Context: an optimization exercise on an open-source flow, tuned for small area and a short achievable clock period. The choices shown serve that exercise and are no tape-out recipe. Function was not checked in any run shown here: the RTL went through the layout flow alone. Power is estimated from default activity; no workload was simulated.

==> flow/design.v <==
module mux_inv (
    input  wire a,
    input  wire b,
    input  wire s,
    input  wire sn,
    output wire y
);
    assign y = ~((a | s) & (b | sn));
endmodule
module mux_buf (
    input  wire a,
    input  wire b,
    input  wire s,
    input  wire sn,
    output wire y
);
    assign y = (a | s) & (b | sn);
endmodule
module shifter_io_wrapper #(
    parameter integer WIDTH = 32,
    parameter integer BLOCK = 16
)(
    input  wire             clk,
    input  wire             v_in,
    input  wire [1:0]       opcode,
    input  wire [4:0]       shamt,
    input  wire [31:0]      din,
    output reg  [31:0]      dout,
    output reg              v_out
);
    genvar i;
    wire is_left  = (opcode == 2'b00);
    wire is_leftn = ~is_left;
    wire fill     = (opcode == 2'b10) & din[31];
    wire filln    = ~fill;
    wire [4:3] shn = ~shamt[4:3];
    wire [31:0] d1;    
    wire [31:0] d2;    
    wire [31:0] d3;    
    generate
        for (i = 0; i < 32; i = i + 1) begin : g_s1
            mux_inv u_rev (.a(din[i]), .b(din[31-i]), .s(is_left), .sn(is_leftn), .y(d1[i]));
            mux_inv u_16 (.a(d1[i]), .b(i + 16 < 32 ? d1[(i + 16) % 32] : filln),
                          .s(shamt[4]), .sn(shn[4]), .y(d2[i]));
            mux_inv u_8  (.a(d2[i]), .b(i + 8 < 32 ? d2[(i + 8) % 32] : fill),
                          .s(shamt[3]), .sn(shn[3]), .y(d3[i]));
        end
    endgenerate
    reg [31:0] m_datan;             
    reg [2:0]  m_sh, m_shn;
    reg        m_left, m_leftn;
    reg        m_fill, m_v;
    always @(posedge clk) begin
        m_datan <= d3;
        m_sh    <= shamt[2:0];
        m_shn   <= ~shamt[2:0];
        m_left  <= is_left;
        m_leftn <= is_leftn;
        m_fill  <= fill;
        m_v     <= v_in;
    end
    wire m_filln = ~m_fill;
    wire [31:0] e1;    
    wire [31:0] e2;    
    wire [31:0] e3;    
    wire [31:0] e4;    
    generate
        for (i = 0; i < 32; i = i + 1) begin : g_s2
            mux_inv u_4   (.a(m_datan[i]), .b(i + 4 < 32 ? m_datan[(i + 4) % 32] : m_filln),
                           .s(m_sh[2]), .sn(m_shn[2]), .y(e1[i]));
            mux_inv u_2   (.a(e1[i]), .b(i + 2 < 32 ? e1[(i + 2) % 32] : m_fill),
                           .s(m_sh[1]), .sn(m_shn[1]), .y(e2[i]));
            mux_inv u_1   (.a(e2[i]), .b(i + 1 < 32 ? e2[(i + 1) % 32] : m_filln),
                           .s(m_sh[0]), .sn(m_shn[0]), .y(e3[i]));
            mux_buf u_rev (.a(e3[i]), .b(e3[31-i]), .s(m_left), .sn(m_leftn), .y(e4[i]));
        end
    endgenerate
    always @(posedge clk) begin
        dout  <= e4;
        v_out <= m_v;
    end
endmodule
==> flow/flow/run.sh <==
#!/bin/bash
# Standard ORFS layout; only the cell used for the port buffers differs.
set -euo pipefail
bash standard.sh "BUFFER_PORTS_ARGS=-buffer_cell sky130_fd_sc_hd__buf_1" finish > standard_flow.log 2>&1
==> flow/standard.sh <==
#!/bin/bash
# synth_recipe.tcl (not shown) runs the flow's synth.tcl, then flattens the netlist and writes it again
# the make line also repeats each setting of config.mk as NAME=value (left out here)
make -C /OpenROAD-flow-scripts/flow DESIGN_CONFIG=/design/flow/config.mk WORK_HOME=/design/flow/orfs CLKGATE_MAP_FILE= SYNTH_SCRIPT=/design/flow/synth_recipe.tcl "${@:-finish}"
==> flow/config.mk <==
export PLATFORM = sky130hd
export DESIGN_NAME = shifter_io_wrapper
export DESIGN_NICKNAME = shifter_io_wrapper
export VERILOG_FILES = /design/flow/design.v
export SDC_FILE = /design/flow/constraint.sdc
export NUM_CORES = 4
export LEC_CHECK = 0
export CAP_MARGIN = 20
export CORE_MARGIN = 2
export CORE_UTILIZATION = 40
export SETUP_SLACK_MARGIN = 1.0
export SLEW_MARGIN = 20
export SYNTH_HIERARCHICAL = 1
==> flow/constraint.sdc <==
create_clock -name core_clock -period 2.5 [get_ports {clk}]
set_input_delay 0.5000 -clock core_clock [delete_from_list [all_inputs] [get_ports {clk}]]
set_output_delay 0.5000 -clock core_clock [all_outputs]
set_load 0.01 [all_outputs]
==> results.ini, run 1 <==
[outcome]
outcome = finished clean

[cts]
clk_pin_slew_worst_paths_ns = 0.08
numClockSinks = 75
h-tree-depth = 3
root_buffer = clkbuf_8
worstSkewPairLatency_ns = 0.35
numCtsBuffers = 9
cts_tree = yes
cts_buffer_depth = 2

[finish]
areaGrowthSynthToFinish_pct = 26.79
multi_input_area_um2 = 1524
final_util_pct = 52.71
drive_above_1_share_pct = 10.05
n_antenna_cell = 0
instances_no_fill = 517
fillerInstances = 727
nNetsFinal = 454
final_cell_area_um2 = 3844
regArea_um2 = 1510

[placed_design]
dpl.cell_count = 491
hpwl_mm = 5.738
preCtsSetupSlack_ns = 0.5828
gp_congestion = 0.8305
dpl-instance-area_um2 = 3517
numPortBuffers = 73

[critical_path]
crit_type = flop to flop
reg2reg_depth = 5
cp-start-kind = flop
cpMaxStageDelayCell = dfxtp_4
critical_path_arrival_ns = 1.74
path_delay_family = compound AO/OA/AOI/OAI gates
crit_buf_inv = 1
cp_max_fo = 7
crit_path_end_kind = flop
path_common_cell = o22ai_1
slowest_delay_ns = 0.38
cp.required_ns = 2.79
path_depth = 5
path_cells = buf_4, o22ai_1, o22ai_1, o22ai_1, o22a_1

[drt]
drc = 0
via_per_inst = 6.356
drtAntennaViolNets = 0
drtPass1Iterations = 5
wirelength_mm = 8.494
routedWlPerCell_um = 16.43
vias = 3286
drtIter0Drc = 250

[logic_synthesis]
synth_top_cell_by_area = dfxtp_1
yosysMostFrequentCell = o22ai_1
synth_nets = 350
syn_inst = 309
synth_warnings = 7
netlist_top_cells_area = dfxtp_1 50%, o22ai_1 40%, o22a_1 9.2%
ys_ff_latch = 75
synth_flop_cell = dfxtp_1
avgSynthCellArea_um2 = 9.811
synth.top_cell.area_share_pct = 49.53
synthTopCellsByCount = 192 x o22ai_1, 75 x dfxtp_1, 32 x o22a_1, 6 x inv_1
yosysSeqAreaShare_pct = 49.53
synth_cell_types = 8
async_reset_ff_share_pct = 0
netlist_area_um2 = 3032
synth_edf_count = 0

[floorplanning]
die_w_um = 91.06
rows = 31
start_util_pct = 41.58
die_h_um = 91.06
die-area_um2 = 8292
io_pins = 74
core_area_um2 = 7292

[sta]
timing.final.crit_share_pct = 57.67
tns_ns = 0
setup_ws_ns = 1.058
tightest_slew_ns = 0.6320
setup_violations = 0
whs_ns = 0.2450
fmax_mhz = 693.6
fin_crit_ns = 1.442
fin_skew_ns = 0.01396
slew_viol_final = 0
relSlewSlack_pct = 57.82
hold_viol_final = 0
rsz0062_at_grt = yes

[power]
leakagePower_nw = 1.318
fin_total_pwr_mw = 2.953
power_density_nw_per_um2 = 768.2
max-vdd-ir-drop_mv = 0.2535

[global_routing]
overflow = 0
grt_pass1_vias = 2746
grt_pass1_wl_mm = 13.43
grt_max_degree = 34
antenna_found_initial = 0
gr-usage-all-layers_pct = 20.11

[hold_path]
hold_depth = 1
hold_class = primary input to flop

[run]
maxCapViolations = 0

==> per-layer routing <==
metal	GRT usage, %	wire [um]	part of all wire, %
met5	0	0	0
met2	29.26	3714	44
met4	8.712	189	2.2
met1	28.18	3931	46
met3	4.979	659	7.8
==> per-module statistics from Yosys (local to each module, per instance) <==
module / flip-flops and latches / times used / cells / cell area, um2
mux_buf: 0 / 32 / 1 / 8.758
mux_inv: 0 / 192 / 1 / 6.256
shifter_io_wrapper: 75 / 1 / 85 / 1550
==> logic make-up (layout without fill, tap and decap cells) <==
group / Yosys count / in the layout / share of synthesized area (%)
buffers and inverters: 6 / 115 / 0.7428
AO/OA/AOI/OAI: 224 / 224 / 48.87
flip-flops: 75 / 75 / 49.53
AND/OR/NAND/NOR: 4 / 4 / 0.8669
==> state kept, by name, indices dropped and copies added (netlist names) <==
name,count
m_leftn,1
dout,32
m_v,1
m_left,1
m_fill,1
m_sh,3
v_out,1
m_datan,32
m_shn,3
==> where the power goes <==
part / switching [mW] / leakage, nW / internal [mW]
logic: 0.367 / 0.582 / 0.274
registers: 0.0655 / 0.633 / 1.33
clock network: 0.446 / 0.103 / 0.467
==> layout by cell type (no fill, tap or decap) <==
cell / count
o22ai_1: 191
buf_1: 73
dfxtp_1: 72
o22a_1: 32
buf_4: 16
clkbuf_8: 9
inv_1: 6
clkinv_4: 5
dfxtp_4: 2
buf_12: 2
or2_4: 1
and3b_1: 1
nor2_4: 1
nand3b_1: 1
o22ai_2: 1
clkinv_2: 1
bufinv_16: 1
dfxtp_2: 1
buf_6: 1
buf_8: 1
==> area by class of cell <==
type / count / share of cell area [%]
clock buffer: 9 / 3.223
clock inverter: 7 / 2.051
inverter: 6 / 0.5859
multi-input combinational: 228 / 39.65
sequential: 75 / 39.29
tap: 99 / 3.223
timing repair buffer: 93 / 11.98
==> worst paths after layout <==
kind,slack (ns),to,startpoint
min,0.25,m_v,v_in
max,1.06,dout[11],m_sh[2]
min reg2reg,0.33,v_out,m_v
max reg2reg,1.06,dout[11],m_sh[2]
==> worst reg2reg max path, delay by kind of cell, from the launching register on <==
family	cells	cell delay, ns
AOI/OAI and AO/OA	4	0.84
DFF	1	0.38
buffers and inverters	1	0.17
==> repair_timing <==
action,in CTS,in global routing
gates resized for setup,2,2
pin swaps,1,2
setup endpoints to repair,37,55
hold buffers,0,0
setup buffers,1,9
==> run 2: changes to the inputs <==
--- a/flow/config.mk
+++ b/flow/config.mk
@@ -8,6 +8,6 @@
 export CAP_MARGIN = 20
 export CORE_MARGIN = 2
 export CORE_UTILIZATION = 40
-export SETUP_SLACK_MARGIN = 1.0
+export SETUP_SLACK_MARGIN = 0.8
 export SLEW_MARGIN = 20
 export SYNTH_HIERARCHICAL = 1
==> run 2 against run 1 <==
Net effect: flip-flop and latch count stayed put; worst setup slack lost 0.089 ns; critical path type unchanged; largest cell class unchanged; first-iteration DRC count fell by 17%; combinational power decreased by 3.6%.
==> results.ini, run 2 <==
[sta]
hold_viol_final = 0  ; unchanged
tightest_slew_ns = 1.018  ; was 0.6320 ns
timing.final.crit_share_pct = 61.23  ; was 57.67%
fin_crit_ns = 1.531  ; was 1.442 ns
relSlewSlack_pct = 32.05  ; was 57.82%
setup_ws_ns = 0.9692  ; was 1.058 ns
fin_skew_ns = 0.01147  ; was 0.01396 ns
fmax_mhz = 653.3  ; was 693.6 MHz
rsz0062_at_grt = no  ; was yes
slew_viol_final = 0  ; unchanged
tns_ns = 0  ; unchanged
setup_violations = 0  ; unchanged

[hold_path]
hold_class = primary input to flop  ; unchanged

[drt]
drtIter0Drc = 207  ; was 250
via_per_inst = 6.189  ; was 6.356
vias = 3150  ; was 3286
routedWlPerCell_um = 15.76  ; was 16.43 um
drtAntennaViolNets = 0  ; unchanged
wirelength_mm = 8.022  ; was 8.494 mm
drc = 0  ; unchanged
drtPass1Iterations = 4  ; was 5

[logic_synthesis]
avgSynthCellArea_um2 = 9.811  ; unchanged
ys_ff_latch = 75  ; unchanged
synth_top_cell_by_area = dfxtp_1  ; unchanged
netlist_area_um2 = 3032  ; unchanged
async_reset_ff_share_pct = 0  ; unchanged
synth.top_cell.area_share_pct = 49.53  ; unchanged
synth_cell_types = 8  ; unchanged
yosysSeqAreaShare_pct = 49.53  ; unchanged
synthTopCellsByCount = 192 x o22ai_1, 75 x dfxtp_1, 32 x o22a_1, 6 x inv_1  ; unchanged
netlist_top_cells_area = dfxtp_1 50%, o22ai_1 40%, o22a_1 9.2%  ; unchanged
synth_flop_cell = dfxtp_1  ; unchanged
synth_nets = 350  ; unchanged
syn_inst = 309  ; unchanged
synth_warnings = 7  ; unchanged
yosysMostFrequentCell = o22ai_1  ; unchanged
synth_edf_count = 0  ; unchanged

[cts]
root_buffer = clkbuf_8  ; unchanged
worstSkewPairLatency_ns = 0.35  ; about the same
h-tree-depth = 3  ; unchanged
numCtsBuffers = 9  ; unchanged
cts_buffer_depth = 2  ; unchanged
cts-hold-fix-buffers = 0  ; unchanged
numClockSinks = 75  ; unchanged
clk_pin_slew_worst_paths_ns = 0.07  ; was 0.08 ns
cts_tree = yes  ; unchanged

[floorplanning]
rows = 31  ; unchanged
die_h_um = 91.06  ; unchanged
core_area_um2 = 7292  ; unchanged
die_w_um = 91.06  ; unchanged
die-area_um2 = 8292  ; unchanged
io_pins = 74  ; unchanged
start_util_pct = 41.58  ; unchanged

[finish]
n_antenna_cell = 0  ; unchanged
drive_above_1_share_pct = 7.073  ; was 10.05%
areaGrowthSynthToFinish_pct = 22.45  ; was 26.79%
layout_commonest_cell = o22ai_1  ; unchanged
top_regs = dout x32, m_datan x32  ; unchanged
layout_common_cells = 192 x o22ai_1, 75 x dfxtp_1, 73 x buf_1  ; was 191 x o22ai_1, 73 x buf_1, 72 x dfxtp_1
nNetsFinal = 448  ; was 454
fillerInstances = 767  ; was 727

[placed_design]
hpwl_mm = 5.641  ; was 5.738 mm
numPortBuffers = 73  ; unchanged
preCtsSetupSlack_ns = 0.4721  ; was 0.5828 ns
gp_congestion = 0.8593  ; was 0.8305

[power]
p_comb_share_pct = 22.0  ; was 21.7%
power.internal_mw = 1.998  ; was 2.074 mW
p_seq_share_pct = 49.9  ; was 47.4%
swShare_pct = 28.83  ; was 29.76%
pwr-share-clk_pct = 28.1  ; was 30.9%
p_switching_mw = 0.8091  ; was 0.8788 mW
max-vdd-ir-drop_mv = 0.2925  ; was 0.2535 mV
leakagePower_nw = 1.254  ; was 1.318 nW
fin_total_pwr_mw = 2.807  ; was 2.953 mW
power_density_nw_per_um2 = 756.1  ; was 768.2 nW/um2

[global_routing]
grt_max_degree = 34  ; unchanged
grt_pass1_wl_mm = 12.99  ; was 13.43 mm
gr-usage-all-layers_pct = 19.36  ; was 20.11%
overflow = 0  ; unchanged
antenna_found_initial = 0  ; unchanged
grt_pass1_vias = 2688  ; was 2746

[critical_path]
path_cells = buf_4, o22ai_1, o22ai_1, o22ai_1, o22a_1  ; unchanged
slowest_delay_ns = 0.31  ; was 0.38 ns
cp-start-kind = flop  ; unchanged
critPathLaunch = m_shn[2]  ; was m_sh[2]
rr_endpoint = dout[3]  ; was dout[11]
reg2reg_depth = 5  ; unchanged
cpMaxStageDelayCell = dfxtp_1  ; was dfxtp_4
path_common_cell = o22ai_1  ; unchanged
r2r-start = m_shn[2]  ; was m_sh[2]
worstSetupEndpoint = dout[3]  ; was dout[11]
crit_path_end_kind = flop  ; unchanged
cp_max_fo = 32  ; was 7
reg2reg_slack_ns = 0.97  ; was 1.06 ns
crit_type = flop to flop  ; unchanged
cp.required_ns = 2.74  ; was 2.79 ns
critical_path_arrival_ns = 1.77  ; was 1.74 ns

[outcome]
outcome = finished clean  ; unchanged

[run]
maxCapViolations = 0  ; unchanged

-- run 2: cell counts after synthesis --
Identical to the previous run, type by type.
-- run 2: layer usage --
metal	global-route usage, %	share of wire [%]	vias up
met1	26.40	47	1427
met2	29.01	45	125
met5	0	0	-
met4	7.576	1.6	0
met3	5.394	7.0	12
li1	-	-	1586
-- run 2: repair_timing --
item,CTS,global route
resized for setup,0,1
endpoints found under the setup margin,0,32
buffers inserted,0,4
-- run 2: how the worst min path moves through the flow --
stage               start  endpoint  slack [ns]  cells after the start
finish               v_in       m_v        0.25                      1
global route         v_in       m_v        0.24                      1
floorplan             m_v     v_out        0.31                      0
global placement      m_v     v_out        0.32                      0
detailed placement    m_v     v_out        0.31                      0
CTS                  v_in       m_v        0.24                      1
-- run 2: worst max-delay path, delay by kind of cell (launching register included) --
family / cells / cell delay [ns]
flip-flops: 1 / 0.31
AO/OA/AOI/OAI: 4 / 0.82
buffers and inverters: 1 / 0.28
-- run 2: Yosys stat by module, one instance, submodules excluded --
module	flops+latches	times used	cell area (um2)
mux_buf	0	32	8.758
mux_inv	0	192	6.256
shifter_io_wrapper	75	1	1550
-- run 2: final cells by class --
cell class	instances	area, um2	share of cell area, %
clock buffer	12	155.1	4.179
clock inverter	2	12.51	0.3370
inverter	6	22.52	0.6067
multi-input combinational	228	1518	40.88
sequential	75	1501	40.44
tap	99	123.9	3.337
timing repair buffer	87	379.1	10.21
-- run 2: power by group through the flow --
stage / registers, mW / clock network, mW / logic, mW
finish: 1.40 / 0.789 / 0.618
global route: 1.41 / 0.862 / 0.679
CTS: 1.40 / 0.807 / 0.609
detailed placement: 1.43 / 0 / 0.602
global placement: 1.42 / 0 / 0.602
floorplan: 1.48 / 0 / 0.343
-- run 2: logic make-up (layout without fill, tap and decap cells) --
logic type / count (synthesis) / in the layout / synth area share [%]
DFF: 75 / 75 / 49.53
and+or+nand+nor: 4 / 4 / 0.8669
AOI/OAI and AO/OA: 224 / 224 / 48.87
buffers and inverters: 6 / 107 / 0.7428
-- run 2: per-stage QoR --
stage / std cells / utilization (%) / area, um2 / hold WS [ns]
6_report: 509 / 50.91 / 3712 / 0.2465
2_1_floorplan: 309 / - / 3039 / 0.3096
5_1_grt: 509 / 50.91 / 3712 / 0.2357
4_1_cts: 505 / 50.46 / 3680 / 0.2385
3_5_place_dp: 491 / 48.16 / 3512 / 0.3132
3_3_place_gp: 491 / 48.16 / 3512 / 0.3173
==> run 3: changes to the inputs <==
--- a/flow/config.mk
+++ b/flow/config.mk
@@ -8,6 +8,6 @@
 export CAP_MARGIN = 20
 export CORE_MARGIN = 2
 export CORE_UTILIZATION = 40
-export SETUP_SLACK_MARGIN = 0.8
+export SETUP_SLACK_MARGIN = 1.2
 export SLEW_MARGIN = 20
 export SYNTH_HIERARCHICAL = 1
==> run 3 against run 2 <==
Net effect: non-clock buffer count grew 1; still clean; die area unchanged; critical path type unchanged; count of clock-buffer cells in the layout is 1 lower; largest power group unchanged; final cell count increased by 1.4%; worst setup slack improved by 0.088 ns; synthesized cell count did not move; via count is 7.4% higher.
==> results.ini, run 3 <==
[cts]
cts_tree = yes  ; unchanged
cts-hold-fix-buffers = 0  ; unchanged
numClockSinks = 75  ; unchanged
cts_buffer_depth = 2  ; unchanged
root_buffer = clkbuf_8  ; unchanged
numCtsBuffers = 9  ; unchanged
worstSkewPairLatency_ns = 0.36  ; was 0.35 ns
h-tree-depth = 3  ; unchanged
clk_pin_slew_worst_paths_ns = 0.07  ; about the same

[logic_synthesis]
ys_ff_latch = 75  ; unchanged
avgSynthCellArea_um2 = 9.811  ; unchanged
synth_flop_cell = dfxtp_1  ; unchanged
syn_inst = 309  ; unchanged
yosysSeqAreaShare_pct = 49.53  ; unchanged
async_reset_ff_share_pct = 0  ; unchanged
synth_cell_types = 8  ; unchanged
synth_nets = 350  ; unchanged
netlist_top_cells_area = dfxtp_1 50%, o22ai_1 40%, o22a_1 9.2%  ; unchanged
netlist_area_um2 = 3032  ; unchanged
synthTopCellsByCount = 192 x o22ai_1, 75 x dfxtp_1, 32 x o22a_1, 6 x inv_1  ; unchanged
synth_warnings = 7  ; unchanged
synth_top_cell_by_area = dfxtp_1  ; unchanged
yosysMostFrequentCell = o22ai_1  ; unchanged
synth.top_cell.area_share_pct = 49.53  ; unchanged
synth_edf_count = 0  ; unchanged

[global_routing]
met2_usage_pct = 32.96  ; was 29.01%
antenna_found_initial = 0  ; unchanged
grt_pass1_wl_mm = 14.12  ; was 12.99 mm
grt_pass1_vias = 2936  ; was 2688
overflow = 0  ; unchanged
gr-usage-all-layers_pct = 20.98  ; was 19.36%
grt_max_degree = 34  ; unchanged
grt_use_met3_pct = 3.237  ; was 5.394%
use_met1_pct = 27.11  ; was 26.40%
busiest_layer = met2  ; unchanged

[critical_path]
critical_path_arrival_ns = 1.74  ; was 1.77 ns
path_cells = buf_12, o22ai_1, o22ai_2, o22ai_1, o22a_1  ; was buf_4, o22ai_1, o22ai_1, o22ai_1, o22a_1
path_common_cell = o22ai_1  ; unchanged
r2r-start = m_sh[2]  ; was m_shn[2]
crit_type = flop to flop  ; unchanged
rr_endpoint = dout[25]  ; was dout[3]
reg2reg_depth = 5  ; unchanged
slowest_delay_ns = 0.36  ; was 0.31 ns
cp-start-kind = flop  ; unchanged
crit_path_end_kind = flop  ; unchanged
reg2reg_slack_ns = 1.06  ; was 0.97 ns
cp.required_ns = 2.80  ; was 2.74 ns
cpMaxStageDelayCell = dfxtp_4  ; was dfxtp_1
cp_max_fo = 16  ; was 32

[power]
max-vdd-ir-drop_mv = 0.3107  ; was 0.2925 mV
fin_total_pwr_mw = 3.436  ; was 2.807 mW
power_density_nw_per_um2 = 741.3  ; was 756.1 nW/um2
leakagePower_nw = 1.688  ; was 1.254 nW

[sta]
tightest_slew_ns = 0.6479  ; was 1.018 ns
fin_crit_ns = 1.443  ; was 1.531 ns
fin_skew_ns = 0.01207  ; was 0.01147 ns
timing.final.crit_share_pct = 57.70  ; was 61.23%
tns_ns = 0  ; unchanged
setup_violations = 0  ; unchanged
relSlewSlack_pct = 56.81  ; was 32.05%
fmax_mhz = 693.2  ; was 653.3 MHz
slew_viol_final = 0  ; unchanged
hold_viol_final = 0  ; unchanged
whs_ns = 0.2418  ; was 0.2465 ns
setup_ws_ns = 1.057  ; was 0.9692 ns
rsz0062_at_grt = yes  ; was no

[drt]
wirelength_mm = 9.468  ; was 8.022 mm
via_per_inst = 6.554  ; was 6.189
routedWlPerCell_um = 18.35  ; was 15.76 um
drtAntennaViolNets = 0  ; unchanged
drtIter0Drc = 258  ; was 207
vias = 3382  ; was 3150
drc = 0  ; unchanged
drtPass1Iterations = 7  ; was 4

[placed_design]
gp_congestion = 0.8704  ; was 0.8593
hpwl_mm = 5.569  ; was 5.641 mm
preCtsSetupSlack_ns = 0.5260  ; was 0.4721 ns
dpl-instance-area_um2 = 3475  ; was 3512 um2
numPortBuffers = 73  ; unchanged

[run]
maxCapViolations = 0  ; unchanged

[floorplanning]
die-area_um2 = 8292  ; unchanged
die_h_um = 91.06  ; unchanged
die_w_um = 91.06  ; unchanged
start_util_pct = 41.58  ; unchanged
core_area_um2 = 7292  ; unchanged
rows = 31  ; unchanged
io_pins = 74  ; unchanged

[finish]
final_cell_area_um2 = 4636  ; was 3712 um2
n_antenna_cell = 0  ; unchanged
layout_common_cells = 103 x o22ai_1, 85 x o22ai_2, 64 x dfxtp_1  ; was 192 x o22ai_1, 75 x dfxtp_1, 73 x buf_1
drive_above_1_share_pct = 41.97  ; was 7.073%
nNetsFinal = 453  ; was 448
areaGrowthSynthToFinish_pct = 52.91  ; was 22.45%
layout_commonest_cell = o22ai_1  ; unchanged
top_regs = dout x32, m_datan x32  ; unchanged

[hold_path]
min-delay-start = v_in  ; unchanged
hold_depth = 1  ; unchanged
hold_end = m_v  ; unchanged
hold_class = primary input to flop  ; unchanged

[outcome]
outcome = finished clean  ; unchanged

## run 3: logic make-up after synthesis
group | Yosys count | synth area share, %
buffers and inverters | 6 | 0.7428
flip-flops | 75 | 49.53
AO/OA/AOI/OAI | 224 | 48.87
AND/OR/NAND/NOR | 4 | 0.8669
## run 3: report_power, final
| group | switching, mW | total, mW | internal [mW] |
|---|---|---|---|
| clock | 0.441 | 1.19 | 0.752 |
| sequential | 0.127 | 1.46 | 1.33 |
| combinational | 0.395 | 0.783 | 0.388 |
## run 3: worst max-delay path by stage
| stage | end | depth (start not counted) | start | slack (ns) |
|---|---|---|---|---|
| 2_1_floorplan | m_datan[16] | 4 | opcode[1] | 0.99 |
| 3_3_place_gp | m_datan[17] | 5 | opcode[1] | 0.58 |
| 3_5_place_dp | m_datan[29] | 5 | opcode[1] | 0.53 |
| 4_1_cts | dout[6] | 5 | m_sh[2] | 1.16 |
| 5_1_grt | dout[3] | 5 | m_sh[2] | 1.02 |
| 6_report | dout[25] | 5 | m_sh[2] | 1.06 |
## run 3: Yosys stat by module (local to each module, per instance)
module | flip-flops and latches | cell area, um2 | copies in the design
mux_inv | 0 | 6.256 | 192
mux_buf | 0 | 8.758 | 32
shifter_io_wrapper | 75 | 1550 | 1
## run 3: routing by layer
metal,vias to the layer above,share of wire [%]
li1,1602,-
met1,1584,43
met2,163,47
met3,33,6.3
met4,0,3.5
met5,-,0
## run 3: what timing repair did
action	CTS	global route
gates resized for setup	61	95
setup endpoints to repair	97	85
pin swaps	8	5
buffers inserted	10	1
cloned	2	3
## run 3: stage by stage
stage          cells  utilization [%]
3_3_place_gp     484            47.65
3_5_place_dp     484            47.65
2_1_floorplan    309                -
5_1_grt          516            63.57
6_report         516            63.57
4_1_cts          512            55.54
## run 3: worst max-delay path: cells and delay by family (launching register included)
| kind | cells | cell delay (ns) |
|---|---|---|
| compound gates | 4 | 0.85 |
| flops | 1 | 0.36 |
| buf+inv | 1 | 0.15 |
## run 3: final cells by class
class | instances | area (um2)
Clock inverter | 5 | 106.4
Sequential cell | 75 | 1528
Clock buffer | 11 | 162.7
Timing Repair Buffer | 88 | 546.8
Inverter | 6 | 26.28
Multi-Input combinational cell | 232 | 2142
Tap cell | 99 | 123.9
Fill cell | 610 | 2656
==> run 4: changes to the inputs <==
--- a/flow/config.mk
+++ b/flow/config.mk
@@ -7,7 +7,7 @@
 export LEC_CHECK = 0
 export CAP_MARGIN = 20
 export CORE_MARGIN = 2
-export CORE_UTILIZATION = 40
-export SETUP_SLACK_MARGIN = 1.2
+export CORE_UTILIZATION = 50
+export SETUP_SLACK_MARGIN = 1.0
 export SLEW_MARGIN = 20
 export SYNTH_HIERARCHICAL = 1
==> run 4 against run 3 <==
Net effect: maximum frequency is 1.6% lower; synthesized cell count did not move; critical endpoint is now dout[13]; largest power group unchanged; critical path type unchanged; largest cell class unchanged; sequential power shrank 4%; total power shrank 8.1%.
==> results.ini, run 4 <==
[floorplanning]
die_w_um = 81.87  ; was 91.06 um
io_pins = 74  ; unchanged
start_util_pct = 51.51  ; was 41.58%
die-area_um2 = 6702  ; was 8292 um2
die_h_um = 81.87  ; was 91.06 um
rows = 28  ; was 31
core_area_um2 = 5886  ; was 7292 um2

[critical_path]
path_cells = buf_12, o22ai_1, o22ai_1, o22ai_1, o22a_1  ; was buf_12, o22ai_1, o22ai_2, o22ai_1, o22a_1
crit_buf_inv = 1  ; unchanged
cp.required_ns = 2.79  ; was 2.80 ns
path_common_cell = o22ai_1  ; unchanged
cp-start-kind = flop  ; unchanged
crit_path_end_kind = flop  ; unchanged
path_delay_family = compound AO/OA/AOI/OAI gates  ; unchanged
cpMaxStageDelayCell = dfxtp_4  ; unchanged
cp_max_fo = 9  ; was 16
slowest_delay_ns = 0.39  ; was 0.36 ns
crit_type = flop to flop  ; unchanged
critical_path_arrival_ns = 1.76  ; was 1.74 ns

[global_routing]
overflow = 0  ; unchanged
gr-usage-all-layers_pct = 23.54  ; was 20.98%
grt_max_degree = 34  ; unchanged
grt_pass1_wl_mm = 12.06  ; was 14.12 mm
grt_pass1_vias = 2558  ; was 2936
antenna_found_initial = 0  ; unchanged

[sta]
fin_skew_ns = 0.008471  ; was 0.01207 ns
setup_ws_ns = 1.035  ; was 1.057 ns
slew_viol_final = 0  ; unchanged
relSlewSlack_pct = 30.45  ; was 56.81%
whs_ns = 0.2443  ; was 0.2418 ns
rsz0062_at_grt = no  ; was yes
fmax_mhz = 682.5  ; was 693.2 MHz
hold_viol_final = 0  ; unchanged
fin_crit_ns = 1.465  ; was 1.443 ns
tns_ns = 0  ; unchanged
tightest_slew_ns = 1.042  ; was 0.6479 ns
setup_violations = 0  ; unchanged
timing.final.crit_share_pct = 58.61  ; was 57.70%

[cts]
root_buffer = clkbuf_8  ; unchanged
numClockSinks = 75  ; unchanged
cts_buffer_depth = 2  ; unchanged
numCtsBuffers = 9  ; unchanged
cts-hold-fix-buffers = 0  ; unchanged
worstSkewPairLatency_ns = 0.35  ; was 0.36 ns
h-tree-depth = 3  ; unchanged
clk_pin_slew_worst_paths_ns = 0.07  ; about the same
cts_tree = yes  ; unchanged

[logic_synthesis]
async_reset_ff_share_pct = 0  ; unchanged
synth_top_cell_by_area = dfxtp_1  ; unchanged
avgSynthCellArea_um2 = 9.811  ; unchanged
synth_flop_cell = dfxtp_1  ; unchanged
synth_edf_count = 0  ; unchanged
yosysMostFrequentCell = o22ai_1  ; unchanged
yosysSeqAreaShare_pct = 49.53  ; unchanged
synth.top_cell.area_share_pct = 49.53  ; unchanged
syn_inst = 309  ; unchanged
synth_warnings = 7  ; unchanged
synth_nets = 350  ; unchanged
synth_cell_types = 8  ; unchanged
synthTopCellsByCount = 192 x o22ai_1, 75 x dfxtp_1, 32 x o22a_1, 6 x inv_1  ; unchanged
ys_ff_latch = 75  ; unchanged
netlist_area_um2 = 3032  ; unchanged
netlist_top_cells_area = dfxtp_1 50%, o22ai_1 40%, o22a_1 9.2%  ; unchanged

[drt]
routedWlPerCell_um = 16.76  ; was 18.35 um
wirelength_mm = 8.263  ; was 9.468 mm
drtAntennaViolNets = 0  ; unchanged
drtIter0Drc = 284  ; was 258
vias = 3297  ; was 3382
drtPass1Iterations = 5  ; was 7
via_per_inst = 6.688  ; was 6.554
drc = 0  ; unchanged

[outcome]
outcome = finished clean  ; unchanged

[placed_design]
numPortBuffers = 73  ; unchanged
hpwl_mm = 5.318  ; was 5.569 mm
dpl-instance-area_um2 = 3465  ; was 3475 um2
preCtsSetupSlack_ns = 0.5433  ; was 0.5260 ns
dpl.cell_count = 464  ; was 484
gp_congestion = 0.9419  ; was 0.8704

[power]
power_density_nw_per_um2 = 811.7  ; was 741.3 nW/um2
max-vdd-ir-drop_mv = 0.5945  ; was 0.3107 mV
leakagePower_nw = 1.353  ; was 1.688 nW
fin_total_pwr_mw = 3.156  ; was 3.436 mW

[finish]
final_util_pct = 66.07  ; was 63.57%
fillerInstances = 523  ; was 610
nNetsFinal = 454  ; was 453
drive_above_1_share_pct = 11.24  ; was 41.97%
layout_commonest_cell = o22ai_1  ; unchanged
layout_common_cells = 187 x o22ai_1, 73 x dfxtp_1, 71 x buf_1  ; was 103 x o22ai_1, 85 x o22ai_2, 64 x dfxtp_1
final_cell_area_um2 = 3889  ; was 4636 um2
top_regs = dout x32, m_datan x32  ; unchanged
n_antenna_cell = 0  ; unchanged
instances_no_fill = 493  ; was 516
areaGrowthSynthToFinish_pct = 28.27  ; was 52.91%

[run]
maxCapViolations = 0  ; unchanged

[hold_path]
hold_class = primary input to flop  ; unchanged

-- run 4: routing by layer --
layer | wire length (um) | global-route usage [%] | vias up
met4 | 144 | 12.17 | 0
met5 | 0 | 0 | -
met2 | 3888 | 37.24 | 192
met3 | 633 | 4.286 | 19
li1 | - | - | 1604
met1 | 3597 | 30.58 | 1482
-- run 4: final cells by class --
class,instances,area (um2),area share (%)
clock buffers,10,137.6,3.539
flip-flops and latches,75,1509,38.80
clock inverters,6,112.6,2.896
multi-input cells,230,1569,40.35
repair buffers,91,444.2,11.42
inverters,6,22.52,0.5792
well taps,75,93.84,2.413
-- run 4: per-module statistics from Yosys, one instance, submodules excluded --
| module | flops+latches | cells inside |
|---|---|---|
| shifter_io_wrapper | 75 | 85 |
| mux_buf | 0 | 1 |
| mux_inv | 0 | 1 |
-- run 4: where the power goes --
group / internal, mW / switching, mW / leakage [nW]
clock network: 0.691 / 0.417 / 0.126
registers: 1.33 / 0.0703 / 0.633
logic: 0.278 / 0.367 / 0.594
total: 2.30 / 0.855 / 1.35
-- run 4: worst reg2reg max path, cell delays in order (launching register included) --
cell     delay [ns]
dfxtp_4        0.39
buf_12         0.14
o22ai_1        0.32
o22ai_1        0.16
o22ai_1        0.25
o22a_1         0.16
-- run 4: kinds of logic after synthesis --
| group | Yosys count | synth area share, % |
|---|---|---|
| flops | 75 | 49.53 |
| compound gates | 224 | 48.87 |
| buf+inv | 6 | 0.7428 |
| simple gates | 4 | 0.8669 |
-- run 4: worst paths after layout --
kind	cells past startpoint	startpoint	endpoint	slack (ns)
worst min register to register	0	m_v	v_out	0.33
worst min-delay path	1	v_in	m_v	0.24
worst max-delay path	5	m_sh[2]	dout[13]	1.03
worst max register to register	5	m_sh[2]	dout[13]	1.03
-- run 4: what timing repair did --
action	in CTS	in global routing
gates cloned	1	1
pin swaps	1	4
endpoints found under the setup margin	57	52
gates resized for setup	2	9
setup buffers	0	11
==> run 5: changes to the inputs <==
--- a/flow/config.mk
+++ b/flow/config.mk
@@ -7,7 +7,7 @@
 export LEC_CHECK = 0
 export CAP_MARGIN = 20
 export CORE_MARGIN = 2
-export CORE_UTILIZATION = 50
-export SETUP_SLACK_MARGIN = 1.0
+export CORE_UTILIZATION = 60
+export SETUP_SLACK_MARGIN = 0.9
 export SLEW_MARGIN = 20
 export SYNTH_HIERARCHICAL = 1
==> run 5 against run 4 <==
Net effect: critical endpoint is now dout[5]; hold slack better by 0.010 ns; worst setup slack worse by 0.041 ns; largest cell class unchanged; final cell count is 3.9% lower; routed wire length decreased by 9.3%; flip-flop and latch count unchanged; highest routed layer unchanged; critical path type unchanged; largest power group unchanged; via count fell by 1.7%.
==> results.ini, run 5 <==
[power]
p_switching_mw = 0.7966  ; was 0.8546 mW
power_density_nw_per_um2 = 769.9  ; was 811.7 nW/um2
p_comb_share_pct = 21.3  ; was 20.4%
fin_total_pwr_mw = 2.820  ; was 3.156 mW
swShare_pct = 28.24  ; was 27.07%
leakagePower_nw = 1.241  ; was 1.353 nW
power.internal_mw = 2.024  ; was 2.302 mW
max-vdd-ir-drop_mv = 0.3847  ; was 0.5945 mV
p_seq_share_pct = 50.0  ; was 44.5%
pwr-share-clk_pct = 28.7  ; was 35.1%

[logic_synthesis]
synth_top_cell_by_area = dfxtp_1  ; unchanged
avgSynthCellArea_um2 = 9.811  ; unchanged
synthTopCellsByCount = 192 x o22ai_1, 75 x dfxtp_1, 32 x o22a_1, 6 x inv_1  ; unchanged
syn_inst = 309  ; unchanged
synth_nets = 350  ; unchanged
synth_warnings = 7  ; unchanged
synth_flop_cell = dfxtp_1  ; unchanged
async_reset_ff_share_pct = 0  ; unchanged
synth.top_cell.area_share_pct = 49.53  ; unchanged
netlist_top_cells_area = dfxtp_1 50%, o22ai_1 40%, o22a_1 9.2%  ; unchanged
ys_ff_latch = 75  ; unchanged
synth_cell_types = 8  ; unchanged
synth_edf_count = 0  ; unchanged
netlist_area_um2 = 3032  ; unchanged
yosysSeqAreaShare_pct = 49.53  ; unchanged
yosysMostFrequentCell = o22ai_1  ; unchanged

[finish]
fillerInstances = 381  ; was 523
multi_input_area_um2 = 1535  ; was 1569 um2
instances_no_fill = 474  ; was 493
final_util_pct = 76.55  ; was 66.07%
regArea_um2 = 1509  ; unchanged
layout_common_cells = 192 x o22ai_1, 73 x dfxtp_1, 73 x buf_1  ; was 187 x o22ai_1, 73 x dfxtp_1, 71 x buf_1
top_regs = dout x32, m_datan x32  ; unchanged
drive_above_1_share_pct = 6.880  ; was 11.24%
layout_commonest_cell = o22ai_1  ; unchanged
areaGrowthSynthToFinish_pct = 20.84  ; was 28.27%
n_antenna_cell = 0  ; unchanged
nNetsFinal = 444  ; was 454

[critical_path]
crit_type = flop to flop  ; unchanged
path_cells = o22ai_1, o22ai_1, o22ai_1, o22a_1  ; was buf_12, o22ai_1, o22ai_1, o22ai_1, o22a_1
cp-start-kind = flop  ; unchanged
crit_path_end_kind = flop  ; unchanged
critical_path_arrival_ns = 1.72  ; was 1.76 ns
cp.required_ns = 2.71  ; was 2.79 ns
cpMaxStageDelayCell = dfxtp_4  ; unchanged
cp_max_fo = 32  ; was 9
slowest_delay_ns = 0.53  ; was 0.39 ns
path_delay_family = compound AO/OA/AOI/OAI gates  ; unchanged
path_common_cell = o22ai_1  ; unchanged
crit_buf_inv = 0  ; was 1

[global_routing]
gr-usage-all-layers_pct = 27.36  ; was 23.54%
overflow = 0  ; unchanged
grt_max_degree = 34  ; unchanged
antenna_found_initial = 0  ; unchanged
grt_pass1_wl_mm = 11.93  ; was 12.06 mm
grt_pass1_vias = 2638  ; was 2558

[cts]
worstSkewPairLatency_ns = 0.33  ; was 0.35 ns
root_buffer = clkbuf_8  ; unchanged
numCtsBuffers = 9  ; unchanged
cts-hold-fix-buffers = 0  ; unchanged
numClockSinks = 75  ; unchanged
h-tree-depth = 3  ; unchanged
cts_buffer_depth = 2  ; unchanged
cts_tree = yes  ; unchanged
clk_pin_slew_worst_paths_ns = 0.07  ; about the same

[sta]
relSlewSlack_pct = 32.03  ; was 30.45%
fin_skew_ns = 0.006250  ; was 0.008471 ns
timing.final.crit_share_pct = 60.26  ; was 58.61%
setup_violations = 0  ; unchanged
tightest_slew_ns = 1.018  ; was 1.042 ns
rsz0062_at_grt = yes  ; was no
fmax_mhz = 663.8  ; was 682.5 MHz
fin_crit_ns = 1.507  ; was 1.465 ns
hold_viol_final = 0  ; unchanged
tns_ns = 0  ; unchanged
slew_viol_final = 0  ; unchanged

[outcome]
outcome = finished clean  ; unchanged

[floorplanning]
core_area_um2 = 4786  ; was 5886 um2
start_util_pct = 63.35  ; was 51.51%
rows = 25  ; was 28
die-area_um2 = 5637  ; was 6702 um2
die_w_um = 75.08  ; was 81.87 um
die_h_um = 75.08  ; was 81.87 um
io_pins = 74  ; unchanged

[drt]
wirelength_mm = 7.492  ; was 8.263 mm
routedWlPerCell_um = 15.81  ; was 16.76 um
via_per_inst = 6.838  ; was 6.688
vias = 3241  ; was 3297
drtAntennaViolNets = 0  ; unchanged
drc = 0  ; unchanged
drtPass1Iterations = 6  ; was 5
drtIter0Drc = 388  ; was 284

[hold_path]
hold_class = primary input to flop  ; unchanged

[placed_design]
hpwl_mm = 5.001  ; was 5.318 mm
gp_congestion = 0.9324  ; was 0.9419
numPortBuffers = 73  ; unchanged
dpl.cell_count = 456  ; was 464

[run]
maxCapViolations = 0  ; unchanged

[run 5: cell counts after synthesis]
Identical to the previous run, type by type.
[run 5: path summary, 6_finish.rpt]
check                           startpoint       to  slack [ns]  depth (start not counted)
worst max-delay path              m_shn[2]  dout[5]        0.99                          4
worst min-delay path                  v_in      m_v        0.25                          1
worst max register to register    m_shn[2]  dout[5]        0.99                          4
worst min register to register         m_v    v_out        0.33                          0
[run 5: metrics by stage]
step / worst slack, ns / hold WS, ns / area [um2]
finish: 0.9934 / 0.2543 / 3664
global route: 0.8508 / 0.2505 / 3664
CTS: 0.8996 / 0.2395 / 3642
detailed placement: 0.5253 / 0.3146 / 3452
global placement: 0.6204 / 0.3112 / 3452
floorplan: 0.9660 / 0.3096 / 3042
[run 5: area by class of cell]
class,instances,area share (%)
Tap cell,67,2.288
Clock buffer,13,4.611
Multi-Input combinational cell,230,41.91
Timing Repair Buffer,81,9.119
Clock inverter,2,0.2732
Inverter,6,0.6148
Sequential cell,75,41.19
[run 5: layer usage]
metal  vias up  part of all wire, %  GRT usage, %
met4         0                  2.3         14.88
met5         -                    0             0
li1       1583                    -             -
met3        27                  7.9         4.016
met1      1437                   46         37.72
met2       194                   44         41.23
[run 5: cells by family after synthesis]
group | count (synthesis) | share of synthesized area (%)
AO/OA/AOI/OAI | 224 | 48.87
flip-flops | 75 | 49.53
AND/OR/NAND/NOR | 4 | 0.8669
buffers and inverters | 6 | 0.7428
[run 5: timing repair]
| action | 4_1_cts | 5_1_grt |
|---|---|---|
| setup buffers | 0 | 1 |
| pin swaps | 1 | 1 |
| setup endpoints to repair | 4 | 59 |
| gates cloned | 1 | 1 |
| resized for setup | 2 | 2 |
[run 5: per-module statistics from Yosys, one instance, submodules excluded]
module / cell area, um2 / times used
shifter_io_wrapper: 1550 / 1
mux_buf: 8.758 / 32
mux_inv: 6.256 / 192
[run 5: power groups by stage]
stage / clock [mW] / sequential, mW / combinational, mW
final: 0.808 / 1.41 / 0.601
after global routing: 0.886 / 1.43 / 0.659
after CTS: 0.826 / 1.41 / 0.587
after detailed placement: 0 / 1.44 / 0.576
after global placement: 0 / 1.43 / 0.573
after floorplan: 0 / 1.48 / 0.343
==> run 6: changes to the inputs <==
==> flow/flow/run.sh (replaced) <==
#!/bin/bash
# Standard ORFS layout, with the port buffers made of the smallest buffer and
# a clock tree built without dummy balancing loads.
set -euo pipefail
bash standard.sh "BUFFER_PORTS_ARGS=-buffer_cell sky130_fd_sc_hd__buf_1" \
  "CTS_ARGS=-sink_clustering_enable -repair_clock_nets -dont_use_dummy_load" finish > standard_flow.log 2>&1
--- a/flow/config.mk
+++ b/flow/config.mk
@@ -7,7 +7,7 @@
 export LEC_CHECK = 0
 export CAP_MARGIN = 20
 export CORE_MARGIN = 2
-export CORE_UTILIZATION = 60
-export SETUP_SLACK_MARGIN = 0.9
+export CORE_UTILIZATION = 40
+export SETUP_SLACK_MARGIN = 1.1
 export SLEW_MARGIN = 20
 export SYNTH_HIERARCHICAL = 1
==> run 6 against run 5 <==
Net effect: still clean on timing, DRC and antenna; highest routed layer unchanged; worst setup slack better by 0.050 ns; die area rose by 47%; sequential share of layout area decreased by 5.1 points; critical path depth increased by 1; synthesized cell count did not move; sequential power about the same; global-route usage is 7.1 points lower; first-iteration DRC count shrank 49%; final area up 15%; final cell count rose by 7.8%; largest cell class unchanged; critical path type unchanged; hold slack improved by 0.0082 ns.
==> results.ini, run 6 <==
[outcome]
outcome = finished clean  ; unchanged

[critical_path]
slowest_delay_ns = 0.39  ; was 0.53 ns
r2r-start = m_sh[2]  ; was m_shn[2]
cp_max_fo = 5  ; was 32
rr_endpoint = dout[8]  ; was dout[5]
cpMaxStageDelayCell = dfxtp_4  ; unchanged
critical_path_arrival_ns = 1.73  ; was 1.72 ns
crit_buf_inv = 1  ; was 0
cp-start-kind = flop  ; unchanged
path_delay_family = compound AO/OA/AOI/OAI gates  ; unchanged
path_common_cell = o22ai_1  ; unchanged
crit_path_end_kind = flop  ; unchanged
path_cells = buf_4, o22ai_2, o22ai_1, o22ai_1, o22a_1  ; was o22ai_1, o22ai_1, o22ai_1, o22a_1
path_depth = 5  ; was 4
reg2reg_depth = 5  ; was 4
cp.required_ns = 2.77  ; was 2.71 ns
crit_type = flop to flop  ; unchanged
reg2reg_slack_ns = 1.04  ; was 0.99 ns

[logic_synthesis]
syn_inst = 309  ; unchanged
synth_warnings = 7  ; unchanged
synth_xor_area_share_pct = 0  ; unchanged
synthTopCellsByCount = 192 x o22ai_1, 75 x dfxtp_1, 32 x o22a_1, 6 x inv_1  ; unchanged
synth.top_cell.area_share_pct = 49.53  ; unchanged
ys_ff_latch = 75  ; unchanged
avgSynthCellArea_um2 = 9.811  ; unchanged
synth_compound_area_share_pct = 48.87  ; unchanged
synth_edf_count = 0  ; unchanged
synth_top_cell_by_area = dfxtp_1  ; unchanged
synth_cell_types = 8  ; unchanged
synth_nets = 350  ; unchanged
synth_flop_cell = dfxtp_1  ; unchanged
netlist_area_um2 = 3032  ; unchanged
synthMuxAreaShare_pct = 0  ; unchanged
async_reset_ff_share_pct = 0  ; unchanged
synth_top_family_by_area = compound AO/OA/AOI/OAI gates  ; unchanged
synth_fa_ha_area_share_pct = 0  ; unchanged
netlist_top_cells_area = dfxtp_1 50%, o22ai_1 40%, o22a_1 9.2%  ; unchanged
yosysSeqAreaShare_pct = 49.53  ; unchanged
yosysMostFrequentCell = o22ai_1  ; unchanged
synth-simple-area-share_pct = 0.8667  ; unchanged

[global_routing]
grt_pass1_wl_mm = 13.59  ; was 11.93 mm
overflow = 0  ; unchanged
grt_pass1_vias = 2878  ; was 2638
grt_max_degree = 34  ; unchanged
gr-usage-all-layers_pct = 20.26  ; was 27.36%
antenna_found_initial = 0  ; unchanged

[floorplanning]
core_area_um2 = 7292  ; was 4786 um2
die_h_um = 91.06  ; was 75.08 um
start_util_pct = 41.58  ; was 63.35%
rows = 31  ; was 25
die-area_um2 = 8292  ; was 5637 um2
die_w_um = 91.06  ; was 75.08 um
io_pins = 74  ; unchanged

[sta]
tightest_slew_ns = 0.5500  ; was 1.018 ns
setup_violations = 0  ; unchanged
tns_ns = 0  ; unchanged
whs_ns = 0.2625  ; was 0.2543 ns
rsz0062_at_grt = yes  ; unchanged
slew_viol_final = 0  ; unchanged
setup_ws_ns = 1.043  ; was 0.9934 ns
fmax_mhz = 686.4  ; was 663.8 MHz
hold_viol_final = 0  ; unchanged
timing.final.crit_share_pct = 58.27  ; was 60.26%
fin_skew_ns = 0.02521  ; was 0.006250 ns
relSlewSlack_pct = 63.34  ; was 32.03%
fin_crit_ns = 1.457  ; was 1.507 ns

[cts]
numCtsBuffers = 9  ; unchanged
h-tree-depth = 3  ; unchanged
clk_pin_slew_worst_paths_ns = 0.08  ; was 0.07 ns
root_buffer = clkbuf_8  ; unchanged
cts_tree = yes  ; unchanged
cts_buffer_depth = 2  ; unchanged
numClockSinks = 75  ; unchanged
worstSkewPairLatency_ns = 0.35  ; was 0.33 ns
cts-hold-fix-buffers = 0  ; unchanged

[placed_design]
hpwl_mm = 5.546  ; was 5.001 mm
dpl-instance-area_um2 = 3488  ; was 3452 um2
gp_congestion = 0.8300  ; was 0.9324
numPortBuffers = 73  ; unchanged
preCtsSetupSlack_ns = 0.5032  ; was 0.5253 ns

[drt]
drc = 0  ; unchanged
top_layer_used = met4  ; unchanged
drtAntennaViolNets = 0  ; unchanged
drtPass1Iterations = 5  ; was 6
route.met3.wl_um = 522  ; was 595 um
wl_met2_mm = 4.224  ; was 3.315 mm
wirelength_mm = 9.090  ; was 7.492 mm
vias = 3374  ; was 3241
via_per_inst = 6.603  ; was 6.838
wl_met1_mm = 4.087  ; was 3.411 mm
routedWlPerCell_um = 17.79  ; was 15.81 um
drtIter0Drc = 199  ; was 388

[finish]
top_regs = dout x32, m_datan x32  ; unchanged
drive_above_1_share_pct = 23.06  ; was 6.880%
final_cell_area_um2 = 4199  ; was 3664 um2
n_antenna_cell = 0  ; unchanged
layout_commonest_cell = o22ai_1  ; unchanged
fillerInstances = 666  ; was 381
areaGrowthSynthToFinish_pct = 38.51  ; was 20.84%
layout_common_cells = 137 x o22ai_1, 71 x buf_1, 70 x dfxtp_1  ; was 192 x o22ai_1, 73 x dfxtp_1, 73 x buf_1
nNetsFinal = 455  ; was 444

[power]
max-vdd-ir-drop_mv = 0.2292  ; was 0.3847 mV
power_density_nw_per_um2 = 674.0  ; was 769.9 nW/um2
fin_total_pwr_mw = 2.830  ; was 2.820 mW
leakagePower_nw = 1.445  ; was 1.241 nW

[hold_path]
hold_end = m_v  ; unchanged
hold_depth = 1  ; unchanged
hold_class = primary input to flop  ; unchanged
min-delay-start = v_in  ; unchanged

[run]
maxCapViolations = 0  ; unchanged

run 6: cell counts after synthesis:
No cell type changed its count.
run 6: cells by family (layout without fill, tap and decap cells):
family	after synthesis	after routing
AOI/OAI and AO/OA	224	224
and+or+nand+nor	4	7
DFF	75	75
buffers and inverters	6	106
run 6: area by class of cell:
cell class | instances | area [um2] | share of cell area, %
Clock buffer | 9 | 123.9 | 2.950
Inverter | 6 | 26.28 | 0.6257
Multi-Input combinational cell | 231 | 1898 | 45.20
Sequential cell | 75 | 1515 | 36.08
Tap cell | 99 | 123.9 | 2.950
Timing Repair Buffer | 91 | 511.7 | 12.19
run 6: worst max path at each step:
stage                              to      start  slack (ns)
after floorplan           m_datan[16]  opcode[1]        0.99
after global placement    m_datan[21]  opcode[1]        0.55
after detailed placement  m_datan[29]  opcode[1]        0.50
after CTS                 m_datan[17]  opcode[1]        1.05
after global routing          dout[8]    m_sh[2]        1.01
final                         dout[8]    m_sh[2]        1.04
run 6: per-stage QoR:
step,instances,utilization [%]
after floorplan,309,-
final,511,57.58
after detailed placement,487,47.84
after global placement,487,47.84
after CTS,505,51.27
after global routing,511,57.58
run 6: worst register-to-register path: cells and delay by family (launching register included):
family | cells | cell delay, ns
AO/OA/AOI/OAI | 4 | 0.83
flip-flops | 1 | 0.39
buffers and inverters | 1 | 0.17
run 6: power breakdown:
part	switching, mW	total (mW)	internal (mW)
Sequential	0.0957	1.43	1.33
Clock	0.352	0.672	0.320
Combinational	0.395	0.728	0.333
Total	0.843	2.83	1.99
run 6: Yosys stat by module, one instance, submodules excluded:
module	flip-flops and latches	copies in the design
shifter_io_wrapper	75	1
mux_buf	0	32
mux_inv	0	192
run 6: repair_timing:
action	in CTS	in global routing
buffers inserted	7	4
gates resized for setup	8	67
endpoints found under the setup margin	64	64
cloned	2	2
pin swaps	3	11
run 6: per-layer routing:
layer | vias to the layer above | track usage (%)
met5 | - | 0
met4 | 0 | 10.10
met3 | 29 | 3.900
met2 | 160 | 32.10
met1 | 1586 | 26.38
li1 | 1599 | -
==> run 7: changes to the inputs <==
--- a/flow/design.v
+++ b/flow/design.v
@@ -16,6 +16,26 @@
 );
     assign y = (a | s) & (b | sn);
 endmodule
+module nor2_cell (
+    input  wire a,
+    input  wire b,
+    output wire y
+);
+    assign y = ~(a | b);
+endmodule
+module or2_cell (
+    input  wire a,
+    input  wire b,
+    output wire y
+);
+    assign y = a | b;
+endmodule
+module inv_cell (
+    input  wire a,
+    output wire y
+);
+    assign y = ~a;
+endmodule
 module shifter_io_wrapper #(
     parameter integer WIDTH = 32,
     parameter integer BLOCK = 16
@@ -29,8 +49,11 @@
     output reg              v_out
 );
     genvar i;
-    wire is_left  = (opcode == 2'b00);
-    wire is_leftn = ~is_left;
+    wire [1:0] is_left, is_leftn;
+    nor2_cell u_l0  (.a(opcode[1]), .b(opcode[0]), .y(is_left[0]));
+    nor2_cell u_l1  (.a(opcode[1]), .b(opcode[0]), .y(is_left[1]));
+    or2_cell  u_ln0 (.a(opcode[1]), .b(opcode[0]), .y(is_leftn[0]));
+    or2_cell  u_ln1 (.a(opcode[1]), .b(opcode[0]), .y(is_leftn[1]));
     wire fill     = (opcode == 2'b10) & din[31];
     wire filln    = ~fill;
     wire [4:3] shn = ~shamt[4:3];
@@ -39,7 +62,7 @@
     wire [31:0] d3;    
     generate
         for (i = 0; i < 32; i = i + 1) begin : g_s1
-            mux_inv u_rev (.a(din[i]), .b(din[31-i]), .s(is_left), .sn(is_leftn), .y(d1[i]));
+            mux_inv u_rev (.a(din[i]), .b(din[31-i]), .s(is_left[i / 16]), .sn(is_leftn[i / 16]), .y(d1[i]));
             mux_inv u_16 (.a(d1[i]), .b(i + 16 < 32 ? d1[(i + 16) % 32] : filln),
                           .s(shamt[4]), .sn(shn[4]), .y(d2[i]));
             mux_inv u_8  (.a(d2[i]), .b(i + 8 < 32 ? d2[(i + 8) % 32] : fill),
@@ -54,8 +77,8 @@
         m_datan <= d3;
         m_sh    <= shamt[2:0];
         m_shn   <= ~shamt[2:0];
-        m_left  <= is_left;
-        m_leftn <= is_leftn;
+        m_left  <= is_left[0];
+        m_leftn <= is_leftn[0];
         m_fill  <= fill;
         m_v     <= v_in;
     end
==> flow/flow/run.sh (replaced) <==
#!/bin/bash
# Standard ORFS layout, with the port buffers made of the smallest buffer and
# a clock tree built without dummy balancing loads.
set -euo pipefail
bash standard.sh "BUFFER_PORTS_ARGS=-buffer_cell sky130_fd_sc_hd__buf_1" \
  "CTS_ARGS=-sink_clustering_enable -repair_clock_nets -dont_use_dummy_load -buf_list sky130_fd_sc_hd__clkbuf_4" finish > standard_flow.log 2>&1
--- a/flow/config.mk
+++ b/flow/config.mk
@@ -7,7 +7,7 @@
 export LEC_CHECK = 0
 export CAP_MARGIN = 20
 export CORE_MARGIN = 2
-export CORE_UTILIZATION = 40
+export CORE_UTILIZATION = 50
 export SETUP_SLACK_MARGIN = 1.1
 export SLEW_MARGIN = 20
 export SYNTH_HIERARCHICAL = 1
==> run 7 against run 6 <==
Net effect: count of clock-buffer cells in the layout unchanged; clock power down 25%; register-to-register slack about the same; utilization up 15 points; routed wire length up 0.30%; combinational power up 9.3%; flip-flop and latch count unchanged; clock skew up 0.010 ns; largest power group unchanged.
==> results.ini, run 7 <==
[drt]
vias = 3340  ; was 3374
drtIter0Drc = 207  ; was 199
drtAntennaViolNets = 0  ; unchanged
wirelength_mm = 9.117  ; was 9.090 mm
routedWlPerCell_um = 18.91  ; was 17.79 um
drc = 0  ; unchanged
drtPass1Iterations = 6  ; was 5
via_per_inst = 6.929  ; was 6.603

[logic_synthesis]
synthTopCellsByCount = 192 x o22ai_1, 75 x dfxtp_1, 32 x o22a_1, 6 x inv_1  ; unchanged
synth_edf_count = 0  ; unchanged
netlist_top_cells_area = dfxtp_1 49%, o22ai_1 39%, o22a_1 9.2%  ; was dfxtp_1 50%, o22ai_1 40%, o22a_1 9.2%
async_reset_ff_share_pct = 0  ; unchanged
synth_flop_cell = dfxtp_1  ; unchanged
synth_nets = 352  ; was 350
yosysMostFrequentCell = o22ai_1  ; unchanged
netlist_area_um2 = 3042  ; was 3032 um2
synth_cell_types = 8  ; unchanged
synth_warnings = 7  ; unchanged
ys_ff_latch = 75  ; unchanged
synth.top_cell.area_share_pct = 49.36  ; was 49.53%
syn_inst = 311  ; was 309
yosysSeqAreaShare_pct = 49.36  ; was 49.53%
avgSynthCellArea_um2 = 9.780  ; was 9.811 um2
synth_top_cell_by_area = dfxtp_1  ; unchanged

[floorplanning]
die_w_um = 82.00  ; was 91.06 um
die-area_um2 = 6723  ; was 8292 um2
io_pins = 74  ; unchanged
core_area_um2 = 5886  ; was 7292 um2
start_util_pct = 51.68  ; was 41.58%
rows = 28  ; was 31
die_h_um = 82.00  ; was 91.06 um

[power]
power_density_nw_per_um2 = 638.1  ; was 674.0 nW/um2
fin_total_pwr_mw = 2.741  ; was 2.830 mW
leakagePower_nw = 1.523  ; was 1.445 nW
max-vdd-ir-drop_mv = 0.3957  ; was 0.2292 mV

[cts]
clk_pin_slew_worst_paths_ns = 0.10  ; was 0.08 ns
numCtsBuffers = 9  ; unchanged
cts-hold-fix-buffers = 0  ; unchanged
root_buffer = clkbuf_4  ; was clkbuf_8
cts_buffer_depth = 2  ; unchanged
worstSkewPairLatency_ns = 0.42  ; was 0.35 ns
numClockSinks = 75  ; unchanged
h-tree-depth = 3  ; unchanged
cts_tree = yes  ; unchanged

[sta]
slew_viol_final = 0  ; unchanged
relSlewSlack_pct = 62.57  ; was 63.34%
fmax_mhz = 686.3  ; was 686.4 MHz
setup_violations = 0  ; unchanged
tns_ns = 0  ; unchanged
rsz0062_at_grt = yes  ; unchanged
timing.final.crit_share_pct = 58.28  ; was 58.27%
fin_skew_ns = 0.03541  ; was 0.02521 ns
fin_crit_ns = 1.457  ; about the same
hold_viol_final = 0  ; unchanged
tightest_slew_ns = 0.5614  ; was 0.5500 ns

[critical_path]
crit_path_end_kind = flop  ; unchanged
rr_endpoint = dout[27]  ; was dout[8]
path_cells = clkbuf_16, o22ai_2, o22ai_2, o22ai_1, o22a_1  ; was buf_4, o22ai_2, o22ai_1, o22ai_1, o22a_1
cp_max_fo = 8  ; was 5
path_delay_family = compound AO/OA/AOI/OAI gates  ; unchanged
reg2reg_depth = 5  ; unchanged
crit_buf_inv = 1  ; unchanged
cp.required_ns = 2.78  ; was 2.77 ns
slowest_delay_ns = 0.45  ; was 0.39 ns
crit_type = flop to flop  ; unchanged
reg2reg_slack_ns = 1.04  ; about the same
cpMaxStageDelayCell = dfxtp_4  ; unchanged
cp-start-kind = flop  ; unchanged
critical_path_arrival_ns = 1.74  ; was 1.73 ns
r2r-start = m_sh[2]  ; unchanged
path_common_cell = o22ai_2  ; was o22ai_1

[placed_design]
hpwl_mm = 5.534  ; was 5.546 mm
gp_congestion = 0.9671  ; was 0.8300
numPortBuffers = 73  ; unchanged

[finish]
top_regs = dout x32, m_datan x32  ; unchanged
drive_above_1_share_pct = 35.38  ; was 23.06%
layout_common_cells = 118 x o22ai_1, 63 x o22ai_2, 63 x dfxtp_1  ; was 137 x o22ai_1, 71 x buf_1, 70 x dfxtp_1
layout_commonest_cell = o22ai_1  ; unchanged
n_antenna_cell = 0  ; unchanged
areaGrowthSynthToFinish_pct = 41.22  ; was 38.51%
nNetsFinal = 450  ; was 455

[global_routing]
met2_usage_pct = 39.59  ; was 32.10%
busiest_layer = met2  ; unchanged
grt_pass1_wl_mm = 12.99  ; was 13.59 mm
use_met1_pct = 32.11  ; was 26.38%
grt_pass1_vias = 2746  ; was 2878
antenna_found_initial = 0  ; unchanged
gr-usage-all-layers_pct = 25.13  ; was 20.26%
overflow = 0  ; unchanged
grt_max_degree = 33  ; was 34
grt_use_met3_pct = 4.835  ; was 3.900%

[hold_path]
hold_end = m_v  ; unchanged
min-delay-start = v_in  ; unchanged
hold_class = primary input to flop  ; unchanged
hold_depth = 1  ; unchanged

[outcome]
outcome = finished clean  ; unchanged

[run]
maxCapViolations = 0  ; unchanged

==> run 7: cell type report <==
cell class | count | area, um2
clock buffer | 9 | 67.56
fill | 429 | 1590
inverter | 6 | 26.28
multi-input combinational | 230 | 2083
sequential | 75 | 1524
tap | 75 | 93.84
timing repair buffer | 86 | 493.0
timing repair inverter | 1 | 7.507
==> run 7: power by group <==
group / internal [mW] / leakage [nW] / switching [mW]
combinational: 0.373 / 0.848 / 0.423
clock: 0.167 / 0.0414 / 0.334
sequential: 1.34 / 0.633 / 0.108
total: 1.88 / 1.52 / 0.865
==> run 7: metrics by stage <==
stage               std cells  hold slack (ns)  setup WS (ns)  instance area, um2  util (%)
detailed placement        466           0.3189         0.5096                3487     59.25
floorplan                 311           0.3096          1.105                3067         -
finish                    482           0.1787          1.043                4295     72.98
global placement          466           0.3142         0.5827                3487     59.25
global route              482           0.1613          1.005                4295     72.98
CTS                       480           0.1652          1.103                3700     62.86
==> run 7: per-module statistics from Yosys (local to each module, per instance) <==
module / area (um2) / flip-flops and latches / copies in the design
or2_cell: 6.256 / 0 / 2
mux_buf: 8.758 / 0 / 32
nor2_cell: 3.754 / 0 / 2
shifter_io_wrapper: 1540 / 75 / 1
mux_inv: 6.256 / 0 / 192
==> run 7: kinds of logic (layout without fill, tap and decap cells) <==
| kind of cell | count (synthesis) | count (layout) | synth area share, % |
|---|---|---|---|
| compound gates | 224 | 224 | 48.70 |
| flops | 75 | 75 | 49.36 |
| simple gates | 6 | 6 | 1.193 |
| buf+inv | 6 | 102 | 0.7404 |
==> run 7: routing by layer <==
metal | vias to the layer above | routed length [um]
li1 | 1591 | -
met1 | 1563 | 3921
met2 | 162 | 4349
met3 | 24 | 538
met4 | 0 | 308
met5 | - | 0
==> run 7: timing repair <==
action | CTS | global route
pin swaps | 3 | 24
setup endpoints to repair | 48 | 82
buffers inserted | 5 | 0
cloned | 0 | 2
gates resized for setup | 18 | 126
==> run 7: worst reg2reg max path: stages, from the launching register on <==
cell and delay [ns]:
dfxtp_4 0.45, clkbuf_16 0.20, o22ai_2 0.12, o22ai_2 0.22, o22ai_1 0.12, o22a_1 0.23
==> run 7: worst max path at each step <==
stage / startpoint / end / slack (ns) / cells after the start
final: m_sh[2] / dout[27] / 1.04 / 5
after CTS: dout[30] / dout[30] / 1.10 / 1
after detailed placement: opcode[1] / m_datan[15] / 0.51 / 5
after global placement: opcode[1] / m_datan[12] / 0.58 / 5
after floorplan: opcode[0] / m_datan[10] / 1.10 / 4
after global routing: m_sh[2] / dout[10] / 1.00 / 5

==> re-timing with driven ports <==
Ports are ideal in the flow. The routed layouts listed here were re-timed in OpenROAD. Step 1 sets driving cells, clkbuf_16 on the clock port and buf_2 on the other inputs (assumed; they add their load-dependent delay and slew). Step 2 moves the port delays by t, midway between the first and last clock arrival at a register: inputs arrive t later, outputs are due t later. That takes back most of the time a late clock gives input paths. Slacks: ideal / step 1 / step 2; pairs: ideal / step 1.
run | t, ns | setup slack, ns | worst setup path after step 2 | latest minus earliest clock arrival (ns)
run 1 | 0.377 | 1.058 / 1.058 / 0.702 | input to register | 0.014 / 0.014
run 2 | 0.375 | 0.969 / 0.969 / 0.668 | input to register | 0.011 / 0.012
run 3 | 0.384 | 1.057 / 1.057 / 0.848 | input to register | 0.012 / 0.012
run 4 | 0.371 | 1.035 / 1.035 / 0.763 | input to register | 0.009 / 0.009
run 5 | 0.356 | 0.993 / 0.993 / 0.650 | input to register | 0.007 / 0.006
run 6 | 0.366 | 1.043 / 1.043 / 0.830 | input to register | 0.025 / 0.025
run 7 | 0.432 | 1.043 / 1.043 / 0.796 | input to register | 0.035 / 0.035
After both steps every run listed still meets setup and hold. For run 1, which loses most, drivers alone change the setup slack by 0.000 ns; drivers and shift together by -0.356 ns.
